From an optimization exercise on the open Yosys and OpenROAD flow, aimed at small area; shortcuts taken in it are not production practice. RTL that was checked went through simulation tests only; none was proved equivalent to the original. No functional check of the RTL was part of run 2.

## flow/design.v (module list and top-level ports; edited modules follow where they fit)
// module algorithm_core: 1701 lines
// module algorithm_top: 21 lines
module algorithm_top (
  input  logic        clk,
  input  logic        rst_n,
  input  logic        s_valid,
  output logic        s_ready,
  input  logic [11:0] s_data,
  output logic        m_valid,
  input  logic        m_ready,
  output logic [15:0] m_data
);
  // ...
==> flow/flow/run.sh <==
#!/bin/bash
# Own layout flow: the standard synthesis, then a netlist clean-up (flow/netopt.py:
# history-register input muxes as a22o cells, fewer inverters around full adders),
# then the standard layout steps with a leaner clock tree.
set -euo pipefail
HERE=$(pwd)
R=$HERE/orfs/results/sky130hd/algorithm_top/base
CTS="CTS_ARGS=-sink_clustering_enable -repair_clock_nets -dont_use_dummy_load -sink_clustering_size 16 -sink_clustering_max_diameter 60 -buf_list sky130_fd_sc_hd__clkbuf_8 -root_buf sky130_fd_sc_hd__clkbuf_16"
bash standard.sh synth > synth_std.log 2>&1
cp $R/1_2_yosys.v $HERE/1_2_yosys.std.v
python3 flow/netopt.py $HERE/1_2_yosys.std.v $R/1_2_yosys.v > netopt.log 2>&1
rm -f $R/1_synth.odb $R/1_synth.sdc
bash standard.sh synth > synth_odb.log 2>&1
bash standard.sh "$CTS" "BUFFER_PORTS_ARGS=-buffer_cell sky130_fd_sc_hd__buf_1" finish > layout.log 2>&1
==> flow/standard.sh <==
#!/bin/bash
# synth_recipe.tcl (not shown) runs the flow's synth.tcl, then flattens the netlist and writes it again
# the make line also repeats each setting of config.mk as NAME=value (left out here)
make -C /OpenROAD-flow-scripts/flow DESIGN_CONFIG=/design/flow/config.mk WORK_HOME=/design/flow/orfs CLKGATE_MAP_FILE= SYNTH_SCRIPT=/design/flow/synth_recipe.tcl "${@:-finish}"
==> flow/config.mk <==
export PLATFORM = sky130hd
export DESIGN_NAME = algorithm_top
export DESIGN_NICKNAME = algorithm_top
export VERILOG_FILES = /design/flow/design.v
export SDC_FILE = /design/flow/constraint.sdc
export NUM_CORES = 4
export LEC_CHECK = 0
export CAP_MARGIN = 20
export CORE_MARGIN = 2
export CORE_UTILIZATION = 40
export GPL_TIMING_DRIVEN = 0
export SLEW_MARGIN = 20
==> flow/constraint.sdc <==
create_clock -name core_clock -period 6.0 [get_ports {clk}]
set_input_delay 1.2000 -clock core_clock [delete_from_list [all_inputs] [get_ports {clk}]]
set_output_delay 1.2000 -clock core_clock [all_outputs]
set_load 0.01 [all_outputs]
Not shown: flow/flow/netopt.py
==> results.ini, run 1 <==
[run_status]
status = timing/DRC/antenna clean

[finish]
num-clock-buffers = 27
multi_input_gates = 1004
clock_cell_area_share = 0.0172
non_clock_buffer_count = 48
drive_gt1_frac = 0.0764
multi_input_area_share = 0.718

[timing]
setup_viol = 0
max_slew_margin = 0.255
worst_slew_pin_slew_ps = 1110
drv_slew = 0
skew_ps = 78.6

[worst_setup_path]
cp-start-kind = flip-flop
cp.arrival_ps = 6290
worstSetupEndpointType = flip-flop
crit_path_frequent_cell = fa_1
crit_chain = fa_1, fa_1, fa_1, fa_1, fa_1, fa_1, fa_1, fa_1, fa_1, inv_1, fa_1, fa_1
rr_startpoint = u_core.h12[9]
regToRegSetupSlack_ps = 90
cp-startpoint = u_core.h12[9]
slowest_stage = dfxtp_1

[synthesis]
synthesis.area_um2 = 22100
ys_warn_count = 1

[placement]
dp.cells = 2076

[route]
wl_met2_um = 34100
ant_nets = 0

[cts]
post_cts_resized = 20
cts_hold_buf = 0
cts_buffers = 27
cts_setup_buffers = 0

[global_route]
grt_pass1_wl_um = 107000
met2_usage = 0.428
grt_max_degree = 26
grtUsageMet3 = 0.0797

[min_path]
holdPathEnd = u_core.v2_q

==> inputs of run 2 (changes only) <==
--- a/flow/design.v
+++ b/flow/design.v
@@ -47,3 +47,3 @@
   assign s_ready = 1'b1;
-  logic clr_q, v1_q, v2_q;
+  logic clr_q, v0_q, v1_q;
   logic [11:0] h0;
@@ -64,12 +64,12 @@
   logic [11:0] h15;
-  wire ld  = s_valid & ~clr_q;
-  wire hld = ~s_valid;
+  wire ld  = v0_q;
+  wire hld = ~(v0_q | clr_q);
   always_ff @(posedge clk or negedge rst_n)
     if (!rst_n) clr_q <= 1'b1;
-    else if (s_valid) clr_q <= 1'b0;
+    else if (v0_q) clr_q <= 1'b0;
   always_ff @(posedge clk or negedge rst_n)
-    if (!rst_n) begin v1_q <= 1'b0; v2_q <= 1'b0; end
-    else begin v1_q <= s_valid; v2_q <= v1_q; end
+    if (!rst_n) begin v0_q <= 1'b0; v1_q <= 1'b0; end
+    else begin v0_q <= s_valid; v1_q <= v0_q; end
   always_ff @(posedge clk) begin
-    h0 <= s_valid ? s_data : h0;
+    h0 <= s_data;
     h1 <= ({12{ld}} & h0) | ({12{hld}} & h1);
@@ -100,5 +100,5 @@
   logic s1067_q;
-  logic s1151_q;
+  logic c1068_q;
   logic s1153_q;
-  logic c1154_q;
+  logic s1229_q;
   logic s1231_q;
@@ -133,5 +133,5 @@
     s1067_q <= s1067;
-    s1151_q <= s1151;
+    c1068_q <= c1068;
     s1153_q <= s1153;
-    c1154_q <= c1154;
+    s1229_q <= s1229;
     s1231_q <= s1231;
@@ -196,12 +196,12 @@
   wire c40 = (s23 & s27) | (s23 & s31) | (s27 & s31);
-  wire s41 = s25 ^ s29 ^ c18;
-  wire c42 = (s25 & s29) | (s25 & c18) | (s29 & c18);
-  wire s43 = s33 ^ c16 ^ s35;
-  wire c44 = (s33 & c16) | (s33 & s35) | (c16 & s35);
-  wire s45 = s39 ^ c20 ^ s43;
-  wire c46 = (s39 & c20) | (s39 & s43) | (c20 & s43);
-  wire s47 = s37 ^ s41 ^ ~c22;
-  wire c48 = (s37 & s41) | (s37 & ~c22) | (s41 & ~c22);
+  wire s41 = s25 ^ s29 ^ ~s33;
+  wire c42 = (s25 & s29) | (s25 & ~s33) | (s29 & ~s33);
+  wire s43 = c16 ^ s35 ^ s39;
+  wire c44 = (c16 & s35) | (c16 & s39) | (s35 & s39);
+  wire s45 = c18 ^ s37 ^ s41;
+  wire c46 = (c18 & s37) | (c18 & s41) | (s37 & s41);
+  wire s47 = c20 ^ s43 ^ c22;
+  wire c48 = (c20 & s43) | (c20 & c22) | (s43 & c22);
   wire s49 = s45 ^ s47;
-  wire c50 = s47 & ~s45;
+  wire c50 = s45 & ~s47;
   wire s51 = 1'b0 ^ h0[1] ^ h1[2];
@@ -230,16 +230,16 @@
   wire c74 = (s57 & s61) | (s57 & s63) | (s61 & s63);
-  wire s75 = s53 ^ s59 ^ c38;
-  wire c76 = (s53 & s59) | (s53 & c38) | (s59 & c38);
-  wire s77 = s65 ^ c36 ^ c40;
-  wire c78 = (s65 & c36) | (s65 & c40) | (c36 & c40);
-  wire s79 = s69 ^ s71 ^ s73;
-  wire c80 = (s69 & s71) | (s69 & s73) | (s71 & s73);
-  wire s81 = s67 ^ c42 ^ s75;
-  wire c82 = (s67 & c42) | (s67 & s75) | (c42 & s75);
-  wire s83 = c44 ^ s77 ^ s79;
-  wire c84 = (c44 & s77) | (c44 & s79) | (s77 & s79);
-  wire s85 = c46 ^ ~s81 ^ s83;
-  wire c86 = (c46 & ~s81) | (c46 & s83) | (~s81 & s83);
-  wire s87 = c48 ^ ~s85 ^ c50;
-  wire c88 = (c48 & ~s85) | (c48 & c50) | (~s85 & c50);
+  wire s75 = s53 ^ s59 ^ ~s65;
+  wire c76 = (s53 & s59) | (s53 & ~s65) | (s59 & ~s65);
+  wire s77 = c36 ^ c40 ^ s69;
+  wire c78 = (c36 & c40) | (c36 & s69) | (c40 & s69);
+  wire s79 = c38 ^ c42 ^ s67;
+  wire c80 = (c38 & c42) | (c38 & s67) | (c42 & s67);
+  wire s81 = s71 ^ s73 ^ ~s75;
+  wire c82 = (s71 & s73) | (s71 & ~s75) | (s73 & ~s75);
+  wire s83 = c44 ^ ~c46 ^ s77;
+  wire c84 = (c44 & ~c46) | (c44 & s77) | (~c46 & s77);
+  wire s85 = ~s79 ^ s81 ^ s83;
+  wire c86 = (~s79 & s81) | (~s79 & s83) | (s81 & s83);
+  wire s87 = c48 ^ s85 ^ ~c50;
+  wire c88 = (c48 & s85) | (c48 & ~c50) | (s85 & ~c50);
   wire s89 = h0[2] ^ h1[3] ^ h2[2];
@@ -266,28 +266,28 @@
   wire c110 = (c56 & c58) | (c56 & c62) | (c58 & c62);
-  wire s111 = c54 ^ c60 ^ s91;
-  wire c112 = (c54 & c60) | (c54 & s91) | (c60 & s91);
-  wire s113 = c64 ^ c66 ^ s89;
-  wire c114 = (c64 & c66) | (c64 & s89) | (c66 & s89);
-  wire s115 = s93 ^ s97 ^ s101;
-  wire c116 = (s93 & s97) | (s93 & s101) | (s97 & s101);
-  wire s117 = s95 ^ s99 ^ s105;
-  wire c118 = (s95 & s99) | (s95 & s105) | (s99 & s105);
-  wire s119 = s103 ^ c70 ^ c72;
-  wire c120 = (s103 & c70) | (s103 & c72) | (c70 & c72);
-  wire s121 = c74 ^ s107 ^ s109;
-  wire c122 = (c74 & s107) | (c74 & s109) | (s107 & s109);
-  wire s123 = c68 ^ s111 ^ s117;
-  wire c124 = (c68 & s111) | (c68 & s117) | (s111 & s117);
-  wire s125 = s113 ^ s115 ^ c78;
-  wire c126 = (s113 & s115) | (s113 & c78) | (s115 & c78);
-  wire s127 = c80 ^ s119 ^ s121;
-  wire c128 = (c80 & s119) | (c80 & s121) | (s119 & s121);
-  wire s129 = c76 ^ s123 ^ c82;
-  wire c130 = (c76 & s123) | (c76 & c82) | (s123 & c82);
-  wire s131 = s125 ^ c84 ^ s127;
-  wire c132 = (s125 & c84) | (s125 & s127) | (c84 & s127);
-  wire s133 = ~s129 ^ c86 ^ s131;
-  wire c134 = (~s129 & c86) | (~s129 & s131) | (c86 & s131);
+  wire s111 = c54 ^ c60 ^ ~c64;
+  wire c112 = (c54 & c60) | (c54 & ~c64) | (c60 & ~c64);
+  wire s113 = c66 ^ s89 ^ s93;
+  wire c114 = (c66 & s89) | (c66 & s93) | (s89 & s93);
+  wire s115 = s91 ^ s95 ^ s99;
+  wire c116 = (s91 & s95) | (s91 & s99) | (s95 & s99);
+  wire s117 = s97 ^ s101 ^ s103;
+  wire c118 = (s97 & s101) | (s97 & s103) | (s101 & s103);
+  wire s119 = s105 ^ c68 ^ ~c70;
+  wire c120 = (s105 & c68) | (s105 & ~c70) | (c68 & ~c70);
+  wire s121 = c72 ^ c74 ^ s107;
+  wire c122 = (c72 & c74) | (c72 & s107) | (c74 & s107);
+  wire s123 = c76 ^ ~s109 ^ s111;
+  wire c124 = (c76 & ~s109) | (c76 & s111) | (~s109 & s111);
+  wire s125 = s113 ^ ~s115 ^ s117;
+  wire c126 = (s113 & ~s115) | (s113 & s117) | (~s115 & s117);
+  wire s127 = ~c78 ^ c80 ^ s119;
+  wire c128 = (~c78 & c80) | (~c78 & s119) | (c80 & s119);
+  wire s129 = c82 ^ s121 ^ ~s123;
+  wire c130 = (c82 & s121) | (c82 & ~s123) | (s121 & ~s123);
+  wire s131 = s125 ^ c84 ^ ~s127;
+  wire c132 = (s125 & c84) | (s125 & ~s127) | (c84 & ~s127);
+  wire s133 = s129 ^ c86 ^ s131;
+  wire c134 = (s129 & c86) | (s129 & s131) | (c86 & s131);
   wire s135 = s133 ^ c88;
-  wire c136 = c88 & ~s133;
+  wire c136 = ~(s133 | c88);
   wire s137 = 1'b0 ^ h0[3] ^ h1[4];
@@ -330,20 +330,20 @@
   wire c174 = (c108 & c110) | (c108 & c114) | (c110 & c114);
-  wire s175 = c112 ^ c118 ^ s161;
-  wire c176 = (c112 & c118) | (c112 & s161) | (c118 & s161);
-  wire s177 = c116 ^ s159 ^ s163;
-  wire c178 = (c116 & s159) | (c116 & s163) | (s159 & s163);
-  wire s179 = s167 ^ s171 ^ c120;
-  wire c180 = (s167 & s171) | (s167 & c120) | (s171 & c120);
-  wire s181 = s165 ^ s169 ^ c124;
-  wire c182 = (s165 & s169) | (s165 & c124) | (s169 & c124);
-  wire s183 = c122 ^ s173 ^ s177;
-  wire c184 = (c122 & s173) | (c122 & s177) | (s173 & s177);
-  wire s185 = c126 ^ c128 ^ s179;
-  wire c186 = (c126 & c128) | (c126 & s179) | (c128 & s179);
-  wire s187 = s175 ^ s181 ^ c130;
-  wire c188 = (s175 & s181) | (s175 & c130) | (s181 & c130);
-  wire s189 = s183 ^ c132 ^ s185;
-  wire c190 = (s183 & c132) | (s183 & s185) | (c132 & s185);
-  wire s191 = ~s187 ^ c134 ^ s189;
-  wire c192 = (~s187 & c134) | (~s187 & s189) | (c134 & s189);
+  wire s175 = c112 ^ c116 ^ s161;
+  wire c176 = (c112 & c116) | (c112 & s161) | (c116 & s161);
+  wire s177 = c118 ^ s159 ^ s163;
+  wire c178 = (c118 & s159) | (c118 & s163) | (s159 & s163);
+  wire s179 = s165 ^ s169 ^ c120;
+  wire c180 = (s165 & s169) | (s165 & c120) | (s169 & c120);
+  wire s181 = s167 ^ s171 ^ c122;
+  wire c182 = (s167 & s171) | (s167 & c122) | (s171 & c122);
+  wire s183 = c126 ^ s173 ^ s177;
+  wire c184 = (c126 & s173) | (c126 & s177) | (s173 & s177);
+  wire s185 = c124 ^ s175 ^ c128;
+  wire c186 = (c124 & s175) | (c124 & c128) | (s175 & c128);
+  wire s187 = c130 ^ s181 ^ s183;
+  wire c188 = (c130 & s181) | (c130 & s183) | (s181 & s183);
+  wire s189 = s179 ^ ~c132 ^ s185;
+  wire c190 = (s179 & ~c132) | (s179 & s185) | (~c132 & s185);
+  wire s191 = s187 ^ c134 ^ ~s189;
+  wire c192 = (s187 & c134) | (s187 & ~s189) | (c134 & ~s189);
   wire s193 = c136 ^ s191;
@@ -408,12 +408,12 @@
   wire c252 = (s241 & ~s243) | (s241 & s245) | (~s243 & s245);
-  wire s253 = c180 ^ c184 ^ s247;
-  wire c254 = (c180 & c184) | (c180 & s247) | (c184 & s247);
-  wire s255 = c182 ^ s249 ^ ~s251;
-  wire c256 = (c182 & s249) | (c182 & ~s251) | (s249 & ~s251);
-  wire s257 = c186 ^ s253 ^ ~c188;
-  wire c258 = (c186 & s253) | (c186 & ~c188) | (s253 & ~c188);
-  wire s259 = ~s255 ^ c190 ^ s257;
-  wire c260 = (~s255 & c190) | (~s255 & s257) | (c190 & s257);
-  wire s261 = c192 ^ s259 ^ ~c194;
-  wire c262 = (c192 & s259) | (c192 & ~c194) | (s259 & ~c194);
+  wire s253 = c182 ^ c184 ^ s247;
+  wire c254 = (c182 & c184) | (c182 & s247) | (c184 & s247);
+  wire s255 = c180 ^ s249 ^ c186;
+  wire c256 = (c180 & s249) | (c180 & c186) | (s249 & c186);
+  wire s257 = s251 ^ c188 ^ s253;
+  wire c258 = (s251 & c188) | (s251 & s253) | (c188 & s253);
+  wire s259 = c190 ^ s255 ^ ~s257;
+  wire c260 = (c190 & s255) | (c190 & ~s257) | (s255 & ~s257);
+  wire s261 = ~c192 ^ s259 ^ c194;
+  wire c262 = (~c192 & s259) | (~c192 & c194) | (s259 & c194);
   wire s263 = 1'b0 ^ h0[5] ^ h0[0];
@@ -488,10 +488,10 @@
   wire c332 = (c248 & c252) | (c248 & s323) | (c252 & s323);
-  wire s333 = s325 ^ s329 ^ c256;
-  wire c334 = (s325 & s329) | (s325 & c256) | (s329 & c256);
-  wire s335 = s327 ^ c254 ^ s331;
-  wire c336 = (s327 & c254) | (s327 & s331) | (c254 & s331);
-  wire s337 = c258 ^ ~s333 ^ s335;
-  wire c338 = (c258 & ~s333) | (c258 & s335) | (~s333 & s335);
-  wire s339 = c260 ^ s337 ^ c262;
-  wire c340 = (c260 & s337) | (c260 & c262) | (s337 & c262);
+  wire s333 = s327 ^ c254 ^ s331;
+  wire c334 = (s327 & c254) | (s327 & s331) | (c254 & s331);
+  wire s335 = s325 ^ s329 ^ c256;
+  wire c336 = (s325 & s329) | (s325 & c256) | (s329 & c256);
+  wire s337 = c258 ^ s333 ^ ~s335;
+  wire c338 = (c258 & s333) | (c258 & ~s335) | (s333 & ~s335);
+  wire s339 = c260 ^ ~s337 ^ c262;
+  wire c340 = (c260 & ~s337) | (c260 & c262) | (~s337 & c262);
   wire s341 = h0[6] ^ h0[1] ^ h1[7];
@@ -538,46 +538,46 @@
   wire c382 = (c278 & c282) | (c278 & c284) | (c282 & c284);
-  wire s383 = c286 ^ c290 ^ ~c292;
-  wire c384 = (c286 & c290) | (c286 & ~c292) | (c290 & ~c292);
-  wire s385 = s341 ^ s345 ^ s349;
-  wire c386 = (s341 & s345) | (s341 & s349) | (s345 & s349);
-  wire s387 = s343 ^ s347 ^ s351;
-  wire c388 = (s343 & s347) | (s343 & s351) | (s347 & s351);
-  wire s389 = s353 ^ s359 ^ s361;
-  wire c390 = (s353 & s359) | (s353 & s361) | (s359 & s361);
-  wire s391 = s355 ^ s357 ^ s367;
-  wire c392 = (s355 & s357) | (s355 & s367) | (s357 & s367);
-  wire s393 = s363 ^ s365 ^ s369;
-  wire c394 = (s363 & s365) | (s363 & s369) | (s365 & s369);
-  wire s395 = s371 ^ c294 ^ c300;
-  wire c396 = (s371 & c294) | (s371 & c300) | (c294 & c300);
-  wire s397 = s373 ^ c296 ^ c298;
-  wire c398 = (s373 & c296) | (s373 & c298) | (c296 & c298);
-  wire s399 = c302 ^ c306 ^ c310;
-  wire c400 = (c302 & c306) | (c302 & c310) | (c306 & c310);
-  wire s401 = c304 ^ c308 ^ s377;
-  wire c402 = (c304 & c308) | (c304 & s377) | (c308 & s377);
-  wire s403 = s375 ^ s381 ^ s383;
-  wire c404 = (s375 & s381) | (s375 & s383) | (s381 & s383);
-  wire s405 = s379 ^ s387 ^ s391;
-  wire c406 = (s379 & s387) | (s379 & s391) | (s387 & s391);
-  wire s407 = s385 ^ s389 ^ s393;
-  wire c408 = (s385 & s389) | (s385 & s393) | (s389 & s393);
-  wire s409 = c312 ^ c316 ^ s397;
-  wire c410 = (c312 & c316) | (c312 & s397) | (c316 & s397);
-  wire s411 = c314 ^ c318 ^ s395;
-  wire c412 = (c314 & c318) | (c314 & s395) | (c318 & s395);
-  wire s413 = c322 ^ s399 ^ s403;
-  wire c414 = (c322 & s399) | (c322 & s403) | (s399 & s403);
-  wire s415 = c320 ^ s401 ^ s405;
-  wire c416 = (c320 & s401) | (c320 & s405) | (s401 & s405);
-  wire s417 = s407 ^ c324 ^ s411;
-  wire c418 = (s407 & c324) | (s407 & s411) | (c324 & s411);
-  wire s419 = c326 ^ s409 ^ ~c328;
-  wire c420 = (c326 & s409) | (c326 & ~c328) | (s409 & ~c328);
-  wire s421 = ~s413 ^ s415 ^ c330;
-  wire c422 = (~s413 & s415) | (~s413 & c330) | (s415 & c330);
-  wire s423 = c332 ^ s417 ^ ~s419;
-  wire c424 = (c332 & s417) | (c332 & ~s419) | (s417 & ~s419);
-  wire s425 = s421 ^ c334 ^ ~c336;
-  wire c426 = (s421 & c334) | (s421 & ~c336) | (c334 & ~c336);
+  wire s383 = c286 ^ c290 ^ s341;
+  wire c384 = (c286 & c290) | (c286 & s341) | (c290 & s341);
+  wire s385 = c292 ^ s343 ^ s347;
+  wire c386 = (c292 & s343) | (c292 & s347) | (s343 & s347);
+  wire s387 = s345 ^ s349 ^ s353;
+  wire c388 = (s345 & s349) | (s345 & s353) | (s349 & s353);
+  wire s389 = s351 ^ s355 ^ s357;
+  wire c390 = (s351 & s355) | (s351 & s357) | (s355 & s357);
+  wire s391 = s359 ^ s361 ^ s363;
+  wire c392 = (s359 & s361) | (s359 & s363) | (s361 & s363);
+  wire s393 = s365 ^ s369 ^ s371;
+  wire c394 = (s365 & s369) | (s365 & s371) | (s369 & s371);
+  wire s395 = s367 ^ s373 ^ c296;
+  wire c396 = (s367 & s373) | (s367 & c296) | (s373 & c296);
+  wire s397 = c294 ^ c300 ^ c302;
+  wire c398 = (c294 & c300) | (c294 & c302) | (c300 & c302);
+  wire s399 = c298 ^ c304 ^ c308;
+  wire c400 = (c298 & c304) | (c298 & c308) | (c304 & c308);
+  wire s401 = c306 ^ c310 ^ s375;
+  wire c402 = (c306 & c310) | (c306 & s375) | (c310 & s375);
+  wire s403 = s377 ^ s379 ^ s385;
+  wire c404 = (s377 & s379) | (s377 & s385) | (s379 & s385);
+  wire s405 = s381 ^ s383 ^ s387;
+  wire c406 = (s381 & s383) | (s381 & s387) | (s383 & s387);
+  wire s407 = s389 ^ c312 ^ c316;
+  wire c408 = (s389 & c312) | (s389 & c316) | (c312 & c316);
+  wire s409 = s391 ^ s393 ^ c314;
+  wire c410 = (s391 & s393) | (s391 & c314) | (s393 & c314);
+  wire s411 = c318 ^ c322 ^ s397;
+  wire c412 = (c318 & c322) | (c318 & s397) | (c322 & s397);
+  wire s413 = s395 ^ c320 ^ s399;
+  wire c414 = (s395 & c320) | (s395 & s399) | (c320 & s399);
+  wire s415 = s401 ^ s405 ^ c324;
+  wire c416 = (s401 & s405) | (s401 & c324) | (s405 & c324);
+  wire s417 = s403 ^ c326 ^ s407;
+  wire c418 = (s403 & c326) | (s403 & s407) | (c326 & s407);
+  wire s419 = s409 ^ c328 ^ s411;
+  wire c420 = (s409 & c328) | (s409 & s411) | (c328 & s411);
+  wire s421 = s413 ^ c330 ^ s417;
+  wire c422 = (s413 & c330) | (s413 & s417) | (c330 & s417);
+  wire s423 = c332 ^ s415 ^ s419;
+  wire c424 = (c332 & s415) | (c332 & s419) | (s415 & s419);
+  wire s425 = ~c334 ^ s421 ^ c336;
+  wire c426 = (~c334 & s421) | (~c334 & c336) | (s421 & c336);
   wire s427 = s423 ^ c338 ^ ~s425;
@@ -585,3 +585,3 @@
   wire s429 = s427 ^ c340;
-  wire c430 = ~(s427 | c340);
+  wire c430 = c340 & ~s427;
   wire s431 = 1'b0 ^ h0[7] ^ h0[2];
@@ -648,8 +648,8 @@
   wire c492 = (c376 & c382) | (c376 & c384) | (c382 & c384);
-  wire s493 = c378 ^ c380 ^ c388;
-  wire c494 = (c378 & c380) | (c378 & c388) | (c380 & c388);
-  wire s495 = c386 ^ c390 ^ c394;
-  wire c496 = (c386 & c390) | (c386 & c394) | (c390 & c394);
-  wire s497 = c392 ^ s469 ^ s473;
-  wire c498 = (c392 & s469) | (c392 & s473) | (s469 & s473);
+  wire s493 = c378 ^ c380 ^ c386;
+  wire c494 = (c378 & c380) | (c378 & c386) | (c380 & c386);
+  wire s495 = c388 ^ c392 ^ c394;
+  wire c496 = (c388 & c392) | (c388 & c394) | (c392 & c394);
+  wire s497 = c390 ^ s469 ^ s473;
+  wire c498 = (c390 & s469) | (c390 & s473) | (s469 & s473);
   wire s499 = s467 ^ s471 ^ s475;
@@ -660,22 +660,22 @@
   wire c504 = (s479 & s483) | (s479 & s489) | (s483 & s489);
-  wire s505 = s487 ^ c396 ^ c400;
-  wire c506 = (s487 & c396) | (s487 & c400) | (c396 & c400);
-  wire s507 = c398 ^ c402 ^ c406;
-  wire c508 = (c398 & c402) | (c398 & c406) | (c402 & c406);
-  wire s509 = c404 ^ s491 ^ c408;
-  wire c510 = (c404 & s491) | (c404 & c408) | (s491 & c408);
+  wire s505 = s487 ^ c398 ^ c402;
+  wire c506 = (s487 & c398) | (s487 & c402) | (c398 & c402);
+  wire s507 = c396 ^ c400 ^ c404;
+  wire c508 = (c396 & c400) | (c396 & c404) | (c400 & c404);
+  wire s509 = c406 ^ s491 ^ s495;
+  wire c510 = (c406 & s491) | (c406 & s495) | (s491 & s495);
   wire s511 = s493 ^ s497 ^ s503;
   wire c512 = (s493 & s497) | (s493 & s503) | (s497 & s503);
-  wire s513 = s495 ^ s499 ^ s501;
-  wire c514 = (s495 & s499) | (s495 & s501) | (s499 & s501);
-  wire s515 = c412 ^ c414 ^ s505;
-  wire c516 = (c412 & c414) | (c412 & s505) | (c414 & s505);
-  wire s517 = c410 ^ c416 ^ s507;
-  wire c518 = (c410 & c416) | (c410 & s507) | (c416 & s507);
-  wire s519 = s509 ^ s513 ^ c418;
-  wire c520 = (s509 & s513) | (s509 & c418) | (s513 & c418);
-  wire s521 = s511 ^ c420 ^ s517;
-  wire c522 = (s511 & c420) | (s511 & s517) | (c420 & s517);
-  wire s523 = s515 ^ s519 ^ c424;
-  wire c524 = (s515 & s519) | (s515 & c424) | (s519 & c424);
+  wire s513 = s499 ^ s501 ^ c410;
+  wire c514 = (s499 & s501) | (s499 & c410) | (s501 & c410);
+  wire s515 = c408 ^ c414 ^ s507;
+  wire c516 = (c408 & c414) | (c408 & s507) | (c414 & s507);
+  wire s517 = c412 ^ s505 ^ s509;
+  wire c518 = (c412 & s505) | (c412 & s509) | (s505 & s509);
+  wire s519 = c416 ^ s513 ^ c420;
+  wire c520 = (c416 & s513) | (c416 & c420) | (s513 & c420);
+  wire s521 = s511 ^ c418 ^ s515;
+  wire c522 = (s511 & c418) | (s511 & s515) | (c418 & s515);
+  wire s523 = s517 ^ c424 ^ s519;
+  wire c524 = (s517 & c424) | (s517 & s519) | (c424 & s519);
   wire s525 = c422 ^ s521 ^ c426;
@@ -774,18 +774,18 @@
   wire c618 = (c504 & s597) | (c504 & s603) | (s597 & s603);
-  wire s619 = s605 ^ c506 ^ s609;
-  wire c620 = (s605 & c506) | (s605 & s609) | (c506 & s609);
+  wire s619 = s605 ^ c506 ^ c510;
+  wire c620 = (s605 & c506) | (s605 & c510) | (c506 & c510);
   wire s621 = s607 ^ c508 ^ s611;
   wire c622 = (s607 & c508) | (s607 & s611) | (c508 & s611);
-  wire s623 = c510 ^ s613 ^ c514;
-  wire c624 = (c510 & s613) | (c510 & c514) | (s613 & c514);
-  wire s625 = s615 ^ c516 ^ s619;
-  wire c626 = (s615 & c516) | (s615 & s619) | (c516 & s619);
-  wire s627 = c512 ^ s617 ^ c518;
-  wire c628 = (c512 & s617) | (c512 & c518) | (s617 & c518);
-  wire s629 = s623 ^ c520 ^ s625;
-  wire c630 = (s623 & c520) | (s623 & s625) | (c520 & s625);
-  wire s631 = s621 ^ c522 ^ s627;
-  wire c632 = (s621 & c522) | (s621 & s627) | (c522 & s627);
-  wire s633 = c524 ^ s629 ^ ~s631;
-  wire c634 = (c524 & s629) | (c524 & ~s631) | (s629 & ~s631);
+  wire s623 = s609 ^ s613 ^ s615;
+  wire c624 = (s609 & s613) | (s609 & s615) | (s613 & s615);
+  wire s625 = c512 ^ s617 ^ c516;
+  wire c626 = (c512 & s617) | (c512 & c516) | (s617 & c516);
+  wire s627 = c514 ^ c518 ^ s619;
+  wire c628 = (c514 & c518) | (c514 & s619) | (c518 & s619);
+  wire s629 = s621 ^ c522 ^ s625;
+  wire c630 = (s621 & c522) | (s621 & s625) | (c522 & s625);
+  wire s631 = s623 ^ c520 ^ s627;
+  wire c632 = (s623 & c520) | (s623 & s627) | (c520 & s627);
+  wire s633 = c524 ^ ~s629 ^ s631;
+  wire c634 = (c524 & ~s629) | (c524 & s631) | (~s629 & s631);
   wire s635 = ~c526 ^ s633 ^ c528;
@@ -900,8 +900,8 @@
   wire c744 = (c622 & s733) | (c622 & s737) | (s733 & s737);
-  wire s745 = s739 ^ c626 ^ s741;
-  wire c746 = (s739 & c626) | (s739 & s741) | (c626 & s741);
-  wire s747 = c628 ^ s743 ^ c632;
-  wire c748 = (c628 & s743) | (c628 & c632) | (s743 & c632);
-  wire s749 = c630 ^ s745 ^ c634;
-  wire c750 = (c630 & s745) | (c630 & c634) | (s745 & c634);
+  wire s745 = s739 ^ c628 ^ s741;
+  wire c746 = (s739 & c628) | (s739 & s741) | (c628 & s741);
+  wire s747 = c626 ^ s743 ^ c630;
+  wire c748 = (c626 & s743) | (c626 & c630) | (s743 & c630);
+  wire s749 = c632 ^ s745 ^ c634;
+  wire c750 = (c632 & s745) | (c632 & c634) | (s745 & c634);
   wire s751 = s747 ^ s749;
@@ -1106,24 +1106,24 @@
   wire c950 = (c832 & s929) | (c832 & s933) | (s929 & s933);
-  wire s951 = s935 ^ s939 ^ c838;
-  wire c952 = (s935 & s939) | (s935 & c838) | (s939 & c838);
-  wire s953 = s937 ^ c836 ^ c840;
-  wire c954 = (s937 & c836) | (s937 & c840) | (c836 & c840);
-  wire s955 = c844 ^ s941 ^ s945;
-  wire c956 = (c844 & s941) | (c844 & s945) | (s941 & s945);
-  wire s957 = c842 ^ s943 ^ s947;
-  wire c958 = (c842 & s943) | (c842 & s947) | (s943 & s947);
-  wire s959 = s949 ^ c846 ^ c852;
-  wire c960 = (s949 & c846) | (s949 & c852) | (c846 & c852);
-  wire s961 = c848 ^ s951 ^ c850;
-  wire c962 = (c848 & s951) | (c848 & c850) | (s951 & c850);
-  wire s963 = s953 ^ s955 ^ c854;
-  wire c964 = (s953 & s955) | (s953 & c854) | (s955 & c854);
-  wire s965 = s957 ^ c856 ^ s961;
-  wire c966 = (s957 & c856) | (s957 & s961) | (c856 & s961);
-  wire s967 = c858 ^ s959 ^ s963;
-  wire c968 = (c858 & s959) | (c858 & s963) | (s959 & s963);
-  wire s969 = c860 ^ ~c862 ^ s965;
-  wire c970 = (c860 & ~c862) | (c860 & s965) | (~c862 & s965);
-  wire s971 = s967 ^ c864 ^ ~s969;
-  wire c972 = (s967 & c864) | (s967 & ~s969) | (c864 & ~s969);
+  wire s951 = s935 ^ ~s937 ^ s939;
+  wire c952 = (s935 & ~s937) | (s935 & s939) | (~s937 & s939);
+  wire s953 = c836 ^ c840 ^ c844;
+  wire c954 = (c836 & c840) | (c836 & c844) | (c840 & c844);
+  wire s955 = c838 ^ c842 ^ s943;
+  wire c956 = (c838 & c842) | (c838 & s943) | (c842 & s943);
+  wire s957 = s941 ^ s945 ^ s949;
+  wire c958 = (s941 & s945) | (s941 & s949) | (s945 & s949);
+  wire s959 = s947 ^ s951 ^ c848;
+  wire c960 = (s947 & s951) | (s947 & c848) | (s951 & c848);
+  wire s961 = c846 ^ c852 ^ s953;
+  wire c962 = (c846 & c852) | (c846 & s953) | (c852 & s953);
+  wire s963 = c850 ^ s955 ^ ~s957;
+  wire c964 = (c850 & s955) | (c850 & ~s957) | (s955 & ~s957);
+  wire s965 = c854 ^ c858 ^ s961;
+  wire c966 = (c854 & c858) | (c854 & s961) | (c858 & s961);
+  wire s967 = s959 ^ c856 ^ s963;
+  wire c968 = (s959 & c856) | (s959 & s963) | (c856 & s963);
+  wire s969 = ~c860 ^ c862 ^ s965;
+  wire c970 = (~c860 & c862) | (~c860 & s965) | (c862 & s965);
+  wire s971 = ~s967 ^ c864 ^ s969;
+  wire c972 = (~s967 & c864) | (~s967 & s969) | (c864 & s969);
   wire s973 = h0[10] ^ h1[9] ^ h2[10];
@@ -1210,16 +1210,16 @@
   wire c1054 = (c950 & s1041) | (c950 & s1045) | (s1041 & s1045);
-  wire s1055 = s1043 ^ s1047 ^ c952;
-  wire c1056 = (s1043 & s1047) | (s1043 & c952) | (s1047 & c952);
-  wire s1057 = c954 ^ c956 ^ s1049;
-  wire c1058 = (c954 & c956) | (c954 & s1049) | (c956 & s1049);
-  wire s1059 = c958 ^ s1051 ^ s1055;
-  wire c1060 = (c958 & s1051) | (c958 & s1055) | (s1051 & s1055);
-  wire s1061 = s1053 ^ c960 ^ s1057;
-  wire c1062 = (s1053 & c960) | (s1053 & s1057) | (c960 & s1057);
-  wire s1063 = c962 ^ s1059 ^ c966;
-  wire c1064 = (c962 & s1059) | (c962 & c966) | (s1059 & c966);
-  wire s1065 = c964 ^ s1061 ^ c968;
-  wire c1066 = (c964 & s1061) | (c964 & c968) | (s1061 & c968);
-  wire s1067 = c970 ^ s1063 ^ ~s1065;
-  wire c1068 = (c970 & s1063) | (c970 & ~s1065) | (s1063 & ~s1065);
+  wire s1055 = c952 ^ s1043 ^ s1047;
+  wire c1056 = (c952 & s1043) | (c952 & s1047) | (s1043 & s1047);
+  wire s1057 = c954 ^ s1049 ^ c958;
+  wire c1058 = (c954 & s1049) | (c954 & c958) | (s1049 & c958);
+  wire s1059 = c956 ^ s1051 ^ c960;
+  wire c1060 = (c956 & s1051) | (c956 & c960) | (s1051 & c960);
+  wire s1061 = s1053 ^ c962 ^ s1057;
+  wire c1062 = (s1053 & c962) | (s1053 & s1057) | (c962 & s1057);
+  wire s1063 = s1055 ^ c964 ^ s1059;
+  wire c1064 = (s1055 & c964) | (s1055 & s1059) | (c964 & s1059);
+  wire s1065 = c966 ^ ~c968 ^ s1061;
+  wire c1066 = (c966 & ~c968) | (c966 & s1061) | (~c968 & s1061);
+  wire s1067 = ~s1063 ^ c970 ^ s1065;
+  wire c1068 = (~s1063 & c970) | (~s1063 & s1065) | (c970 & s1065);
   wire s1069 = h0[11] ^ h0[8] ^ h1[7];
@@ -1300,12 +1300,12 @@
   wire c1144 = (c1050 & s1135) | (c1050 & c1054) | (s1135 & c1054);
-  wire s1145 = c1052 ^ s1137 ^ s1141;
-  wire c1146 = (c1052 & s1137) | (c1052 & s1141) | (s1137 & s1141);
+  wire s1145 = c1052 ^ s1137 ^ c1056;
+  wire c1146 = (c1052 & s1137) | (c1052 & c1056) | (s1137 & c1056);
   wire s1147 = s1139 ^ c1058 ^ s1143;
   wire c1148 = (s1139 & c1058) | (s1139 & s1143) | (c1058 & s1143);
-  wire s1149 = c1056 ^ s1145 ^ c1060;
-  wire c1150 = (c1056 & s1145) | (c1056 & c1060) | (s1145 & c1060);
-  wire s1151 = c1062 ^ s1147 ^ c1066;
-  wire c1152 = (c1062 & s1147) | (c1062 & c1066) | (s1147 & c1066);
-  wire s1153 = s1149 ^ c1064 ^ c1068;
-  wire c1154 = (s1149 & c1064) | (s1149 & c1068) | (c1064 & c1068);
+  wire s1149 = s1141 ^ c1060 ^ s1145;
+  wire c1150 = (s1141 & c1060) | (s1141 & s1145) | (c1060 & s1145);
+  wire s1151 = c1062 ^ ~c1064 ^ s1147;
+  wire c1152 = (c1062 & ~c1064) | (c1062 & s1147) | (~c1064 & s1147);
+  wire s1153 = ~s1149 ^ c1066 ^ s1151;
+  wire c1154 = (~s1149 & c1066) | (~s1149 & s1151) | (c1066 & s1151);
   wire s1155 = 1'b0 ^ h0[9] ^ h1[11];
@@ -1384,6 +1384,6 @@
   wire c1228 = (c1146 & s1223) | (c1146 & c1150) | (s1223 & c1150);
-  wire s1229 = c1148 ^ s1225 ^ ~s1227;
-  wire c1230 = (c1148 & s1225) | (c1148 & ~s1227) | (s1225 & ~s1227);
-  wire s1231 = c1152 ^ s1229;
-  wire c1232 = ~(c1152 | s1229);
+  wire s1229 = c1148 ^ s1225 ^ c1152;
+  wire c1230 = (c1148 & s1225) | (c1148 & c1152) | (s1225 & c1152);
+  wire s1231 = s1227 ^ c1154;
+  wire c1232 = s1227 & ~c1154;
   wire s1233 = h0[10] ^ h1[9] ^ h2[11];
@@ -1662,8 +1662,8 @@
   wire c1506 = (c866_q & s971_q) | (c866_q & c1504) | (s971_q & c1504);
-  wire s1507 = c972_q ^ ~s1067_q ^ c1506;
-  wire c1508 = (c972_q & ~s1067_q) | (c972_q & c1506) | (~s1067_q & c1506);
-  wire s1509 = s1151_q ^ s1153_q;
-  wire c1510 = s1153_q & ~s1151_q;
-  wire s1511 = c1154_q ^ s1231_q ^ c1510;
-  wire c1512 = (c1154_q & s1231_q) | (c1154_q & c1510) | (s1231_q & c1510);
+  wire s1507 = c972_q ^ s1067_q ^ c1506;
+  wire c1508 = (c972_q & s1067_q) | (c972_q & c1506) | (s1067_q & c1506);
+  wire s1509 = c1068_q ^ s1153_q ^ c1508;
+  wire c1510 = (c1068_q & s1153_q) | (c1068_q & c1508) | (s1153_q & c1508);
+  wire s1511 = s1229_q ^ s1231_q;
+  wire c1512 = ~(s1229_q | s1231_q);
   wire s1513 = c1232_q ^ ~s1299_q ^ c1512;
@@ -1674,22 +1674,22 @@
   wire c1518 = (c1356_q & s1401_q) | (c1356_q & c1516) | (s1401_q & c1516);
-  wire s1519 = s1151_q ^ ~s1153_q ^ 1'b0;
-  wire c1520 = (s1151_q & ~s1153_q) | (s1151_q & 1'b0) | (~s1153_q & 1'b0);
-  wire s1521 = c1154_q ^ s1231_q ^ ~c1520;
-  wire c1522 = (c1154_q & s1231_q) | (c1154_q & ~c1520) | (s1231_q & ~c1520);
-  wire s1523 = c1232_q ^ ~s1299_q ^ c1522;
-  wire c1524 = (c1232_q & ~s1299_q) | (c1232_q & c1522) | (~s1299_q & c1522);
-  wire s1525 = c1300_q ^ s1355_q ^ ~c1524;
-  wire c1526 = (c1300_q & s1355_q) | (c1300_q & ~c1524) | (s1355_q & ~c1524);
+  wire s1519 = c1402_q ^ s1437_q ^ c1518;
+  wire c1520 = (c1402_q & s1437_q) | (c1402_q & c1518) | (s1437_q & c1518);
+  wire s1521 = s1229_q ^ s1231_q ^ 1'b0;
+  wire c1522 = (s1229_q & s1231_q) | (s1229_q & 1'b0) | (s1231_q & 1'b0);
+  wire s1523 = ~c1232_q ^ s1299_q ^ c1522;
+  wire c1524 = (~c1232_q & s1299_q) | (~c1232_q & c1522) | (s1299_q & c1522);
+  wire s1525 = c1300_q ^ s1355_q ^ c1524;
+  wire c1526 = (c1300_q & s1355_q) | (c1300_q & c1524) | (s1355_q & c1524);
   wire s1527 = c1356_q ^ s1401_q ^ c1526;
   wire c1528 = (c1356_q & s1401_q) | (c1356_q & c1526) | (s1401_q & c1526);
-  wire m1529 = ~c1508 ? ~s1519 : ~s1509;
-  wire m1530 = ~c1508 ? s1521 : s1511;
-  wire m1531 = ~c1508 ? s1523 : s1513;
-  wire m1532 = ~c1508 ? ~s1525 : ~s1515;
-  wire m1533 = ~c1508 ? ~s1527 : ~s1517;
-  wire m1534 = ~c1508 ? ~c1528 : ~c1518;
-  wire s1535 = c1402_q ^ s1437_q;
-  wire c1536 = ~(c1402_q | s1437_q);
-  wire s1537 = c1438_q ^ ~s1465_q ^ c1536;
-  wire c1538 = (c1438_q & ~s1465_q) | (c1438_q & c1536) | (~s1465_q & c1536);
+  wire s1529 = c1402_q ^ s1437_q ^ c1528;
+  wire c1530 = (c1402_q & s1437_q) | (c1402_q & c1528) | (s1437_q & c1528);
+  wire m1531 = ~c1510 ? ~s1521 : s1511;
+  wire m1532 = ~c1510 ? ~s1523 : s1513;
+  wire m1533 = ~c1510 ? ~s1525 : ~s1515;
+  wire m1534 = ~c1510 ? ~s1527 : ~s1517;
+  wire m1535 = ~c1510 ? ~s1529 : ~s1519;
+  wire m1536 = ~c1510 ? ~c1530 : ~c1520;
+  wire s1537 = c1438_q ^ s1465_q;
+  wire c1538 = c1438_q & ~s1465_q;
   wire s1539 = c1466_q ^ s1485_q ^ c1538;
@@ -1700,21 +1700,17 @@
   wire c1544 = (c1494_q & s1497_q) | (c1494_q & c1542) | (s1497_q & c1542);
-  wire s1545 = c1402_q ^ s1437_q ^ 1'b0;
-  wire c1546 = (c1402_q & s1437_q) | (c1402_q & 1'b0) | (s1437_q & 1'b0);
-  wire s1547 = ~c1438_q ^ s1465_q ^ c1546;
-  wire c1548 = (~c1438_q & s1465_q) | (~c1438_q & c1546) | (s1465_q & c1546);
-  wire s1549 = c1466_q ^ s1485_q ^ ~c1548;
-  wire c1550 = (c1466_q & s1485_q) | (c1466_q & ~c1548) | (s1485_q & ~c1548);
-  wire s1551 = c1486_q ^ s1493_q ^ c1550;
-  wire c1552 = (c1486_q & s1493_q) | (c1486_q & c1550) | (s1493_q & c1550);
-  wire s1553 = c1494_q ^ s1497_q ^ c1552;
-  wire c1554 = (c1494_q & s1497_q) | (c1494_q & c1552) | (s1497_q & c1552);
-  wire m1555 = m1534 ? ~s1545 : s1535;
-  wire m1556 = m1534 ? ~s1547 : s1537;
-  wire m1557 = m1534 ? s1549 : s1539;
-  wire m1558 = m1534 ? s1551 : s1541;
-  wire m1559 = m1534 ? s1553 : s1543;
-  wire m1560 = m1534 ? c1554 : c1544;
-  wire s1561 = c1496_q ^ c1498_q;
-  wire s1562 = c1496_q ^ ~c1498_q ^ 1'b0;
-  wire m1563 = m1560 ? ~s1562 : ~s1561;
+  wire s1545 = ~c1496_q ^ c1498_q ^ c1544;
+  wire s1546 = ~c1438_q ^ s1465_q ^ 1'b0;
+  wire c1547 = (~c1438_q & s1465_q) | (~c1438_q & 1'b0) | (s1465_q & 1'b0);
+  wire s1548 = c1466_q ^ s1485_q ^ ~c1547;
+  wire c1549 = (c1466_q & s1485_q) | (c1466_q & ~c1547) | (s1485_q & ~c1547);
+  wire s1550 = c1486_q ^ s1493_q ^ c1549;
+  wire c1551 = (c1486_q & s1493_q) | (c1486_q & c1549) | (s1493_q & c1549);
+  wire s1552 = c1494_q ^ s1497_q ^ c1551;
+  wire c1553 = (c1494_q & s1497_q) | (c1494_q & c1551) | (s1497_q & c1551);
+  wire s1554 = ~c1496_q ^ c1498_q ^ c1553;
+  wire m1555 = m1536 ? ~s1546 : ~s1537;
+  wire m1556 = m1536 ? s1548 : s1539;
+  wire m1557 = m1536 ? s1550 : s1541;
+  wire m1558 = m1536 ? s1552 : s1543;
+  wire m1559 = m1536 ? s1554 : s1545;
   assign m_data[0] = ~s1501;
@@ -1723,15 +1719,15 @@
   assign m_data[3] = ~s1507;
-  assign m_data[4] = m1529;
-  assign m_data[5] = m1530;
-  assign m_data[6] = m1531;
-  assign m_data[7] = m1532;
-  assign m_data[8] = m1533;
-  assign m_data[9] = m1555;
-  assign m_data[10] = m1556;
-  assign m_data[11] = m1557;
-  assign m_data[12] = m1558;
-  assign m_data[13] = m1559;
-  assign m_data[14] = m1563;
+  assign m_data[4] = ~s1509;
+  assign m_data[5] = m1531;
+  assign m_data[6] = m1532;
+  assign m_data[7] = m1533;
+  assign m_data[8] = m1534;
+  assign m_data[9] = m1535;
+  assign m_data[10] = m1555;
+  assign m_data[11] = m1556;
+  assign m_data[12] = m1557;
+  assign m_data[13] = m1558;
+  assign m_data[14] = m1559;
   assign m_data[15] = m_data[14];
-  assign m_valid = v2_q;
+  assign m_valid = v1_q;
 endmodule
--- a/flow/flow/netopt.py
+++ b/flow/flow/netopt.py
@@ -51,3 +51,3 @@
         m = re.match(r'\\u_core\.h(\d+)\[(\d+)\]\$_DFF_P_$', n)
-        if m and t.startswith('sky130_fd_sc_hd__dfxtp'):
+        if m and t.startswith('sky130_fd_sc_hd__dfxtp') and int(m.group(1)) >= 1:
             hq[(int(m.group(1)), int(m.group(2)))] = ci
@@ -58,2 +58,4 @@
     clrq = cells[clr[0]][2]['Q']
+    v0 = [ci for ci, (t, n, p) in enumerate(cells) if n.startswith('\\u_core.v0_q$')]
+    v0q = cells[v0[0]][2]['Q'] if len(v0) == 1 else None
     for i in range(16):
@@ -73,4 +75,9 @@
     for i in range(1, 16):
-        new.append(['sky130_fd_sc_hd__nor2b_1', f'_hm_ld{i}_', {'A': clrq, 'B_N': 's_valid', 'Y': f'_hm_ld{i}_n_'}])
-        new.append(['sky130_fd_sc_hd__inv_1', f'_hm_hld{i}_', {'A': 's_valid', 'Y': f'_hm_hld{i}_n_'}])
+        if v0q is not None:
+            # shift one cycle after acceptance: load = v0, hold = ~(v0 | clr)
+            new.append(['sky130_fd_sc_hd__buf_1', f'_hm_ld{i}_', {'A': v0q, 'X': f'_hm_ld{i}_n_'}])
+            new.append(['sky130_fd_sc_hd__nor2_1', f'_hm_hld{i}_', {'A': v0q, 'B': clrq, 'Y': f'_hm_hld{i}_n_'}])
+        else:
+            new.append(['sky130_fd_sc_hd__nor2b_1', f'_hm_ld{i}_', {'A': clrq, 'B_N': 's_valid', 'Y': f'_hm_ld{i}_n_'}])
+            new.append(['sky130_fd_sc_hd__inv_1', f'_hm_hld{i}_', {'A': 's_valid', 'Y': f'_hm_hld{i}_n_'}])
     for (i, j), ci in hq.items():
@@ -108,3 +115,3 @@
         t, n, p = c
-        if BUF.match(t) and p.get('X') not in PORTS_OUT:
+        if BUF.match(t) and p.get('X') not in PORTS_OUT and not n.startswith('_hm_'):
             alias[p['X']] = p['A']
==> run 2 against run 1 <==
Compared with the run above:
- non-clock buffer count rose by 20
- clock skew fell by 1.3 ps
- final area fell by 0.56%
- hold slack improved by 150 ps
- routed wire length rose by 2.2%
- sequential cell count did not move
- die area fell by 0.65%
- final cell count barely moved
==> results.ini, run 2 <==
[worst_setup_path]
reg2reg_depth = 10
max_stage_delay_ps = 1010
crit_required_ps = 6390
cp.arrival_ps = 6280  ; about the same
slowest_stage = dfxtp_1
crit_path_frequent_cell = fa_1
worstSetupEndpointType = flip-flop
crit_type = flip-flop to flip-flop
crit_chain = fa_1, fa_1, fa_1, fa_1, fa_1, fa_1, fa_1, fa_1, fa_1, fa_1
worstPathMaxFanout = 8
cp-start-kind = flip-flop

[cts]
cts.sinks = 227
clk_path_buf_depth = 3
cts_tree = done
cts.clk_slew.worst_paths_ps = 90
cts_buffers = 27  ; unchanged
insertion_delay_ps = 550
htree_num_levels = 1
cts_hold_buf = 0  ; unchanged
root_buffer = clkbuf_16

[finish]
syn_to_final_growth_pct = 6.98
fillCellCount = 4824
layout.nets = 2184
final_common_cell = fa_1
drive_gt1_frac = 0.0652  ; -0.0112
final_cell_mix = fa_1, dfxtp_1, a22o_1
antenna_cells = 0
fin_cells = 2106

[placement]
dp_worst_setup_slack_ps = -332
dp.cells = 2071  ; -0.24%
place_congestion = 1.02
port_buffers = 31
dp_hpwl_um = 61800

[floorplan]
rows = 85
die_area_um2 = 56800
die_x_um = 238
core_um2 = 54000
io_pins = 34
die_h_um = 238
start_util = 0.407

[route]
vias = 12560
wl_um = 75900
wl_per_cell_um = 36.0
via_per_inst = 5.96
firstDrtPassIters = 5
drt_iter0_markers = 1330
ant_nets = 0  ; unchanged
drc = 0

[timing]
max_freq_mhz = 170
max_slew_margin = 0.234  ; -0.0214
setup_viol = 0  ; unchanged
skew_ps = 77.4  ; -1.27 ps
fin_ws_ps = 111
period_share = 0.981
setup_tns_ps = 0
drv_slew = 0  ; unchanged
rsz0062_at_grt = true
fin_crit_ps = 5890
hold_violations = 0
worst_slew_pin_slew_ps = 1150  ; +34.4 ps

[global_route]
grtUsageTotal = 0.284
grt_pass1_vias = 14513
antenna_found_initial = 0
overflow = 0
grt_pass1_wl_um = 109000  ; +2.2%
grt_max_degree = 33  ; +27%

[synthesis]
ys_warn_count = 1  ; unchanged
syn_inst = 1343
syn_nets = 2115
synthesis.area_um2 = 22000  ; -0.66%
avgSynthCellArea_um2 = 16.4

[flow_run]
max-cap-violations = 0

[min_path]
hold_path_class = primary input to asynchronous set/reset pin

[run_status]
status = timing/DRC/antenna clean

run 2: area by class of cell:
type,count,area [um2],share of cell area
Clock buffer,27,405,0.0173
Sequential cell,227,4610,0.196
Multi-Input combinational cell,996,16900,0.721
Timing Repair Buffer,40,188,0.00799
Buffer,28,150,0.00639
Inverter,92,345,0.0147
Tap cell,696,871,0.0371
run 2: final timing paths:
path                       slack [ps]     startpoint              to
max                               110  u_core.h13[8]  u_core.s1299_q
min                               520          rst_n     u_core.v1_q
min reg2reg                       560  u_core.h15[2]   u_core.h15[2]
min in group core_clock           560  u_core.h15[2]   u_core.h15[2]
max in group asynchronous        5260          rst_n    u_core.clr_q
max reg2reg                       110  u_core.h13[8]  u_core.s1299_q
run 2: routing by layer:
layer  GRT usage  wire length [um]  up-vias
li1            -                 -     4495
met1       0.378             28900     7026
met2       0.436             34400      789
met3      0.0686              7540      250
met4       0.148              5130        0
met5           0                 0        -
run 2: timing repair:
action                                  4_1_cts  5_1_grt
pin swaps                                     1        1
endpoints found under the setup margin        7        7
endpoints found under the hold margin         0        0
gates resized for setup                      11       27
buffers inserted                              3        5
run 2: through the flow:
stage          utilization  area [um2]  hold slack [ps]
2_1_floorplan            -       22000              504
3_3_place_gp         0.425       23000              527
3_5_place_dp         0.425       23000              537
4_1_cts              0.433       23400              508
5_1_grt              0.435       23500              526
6_report             0.435       23500              521
run 2: critical path, delay by kind of cell, from the launching register on:
family | cells | cell delay, ps
adder cells (fa/ha/maj) | 10 | 4740
flip-flops | 1 | 1010

[separate check: timing with driven ports]
No port has a modelled driver above. Below, the same layouts with a new extraction and two added sets of constraints. Step 1 (the two cells are an assumption about what drives the block):
set clk [get_ports {clk}]
set_driving_cell -lib_cell sky130_fd_sc_hd__clkbuf_16 $clk
set_driving_cell -lib_cell sky130_fd_sc_hd__buf_2 [delete_from_list [all_inputs] $clk]
Step 2 also shifts input and output timing later by t, the mid clock arrival at the registers, as if the neighbouring blocks saw the same clock. a / b / c = ideal ports / drivers / drivers and shift; a / b = the first two.
run | t, ns | setup WS [ns] | worst setup path after step 2
run 1 | 0.575 | 0.093 / 0.093 / 0.093 | register to register
run 2 | 0.563 | 0.111 / 0.111 / 0.111 | register to register
After both steps setup and hold are still met in every run listed.
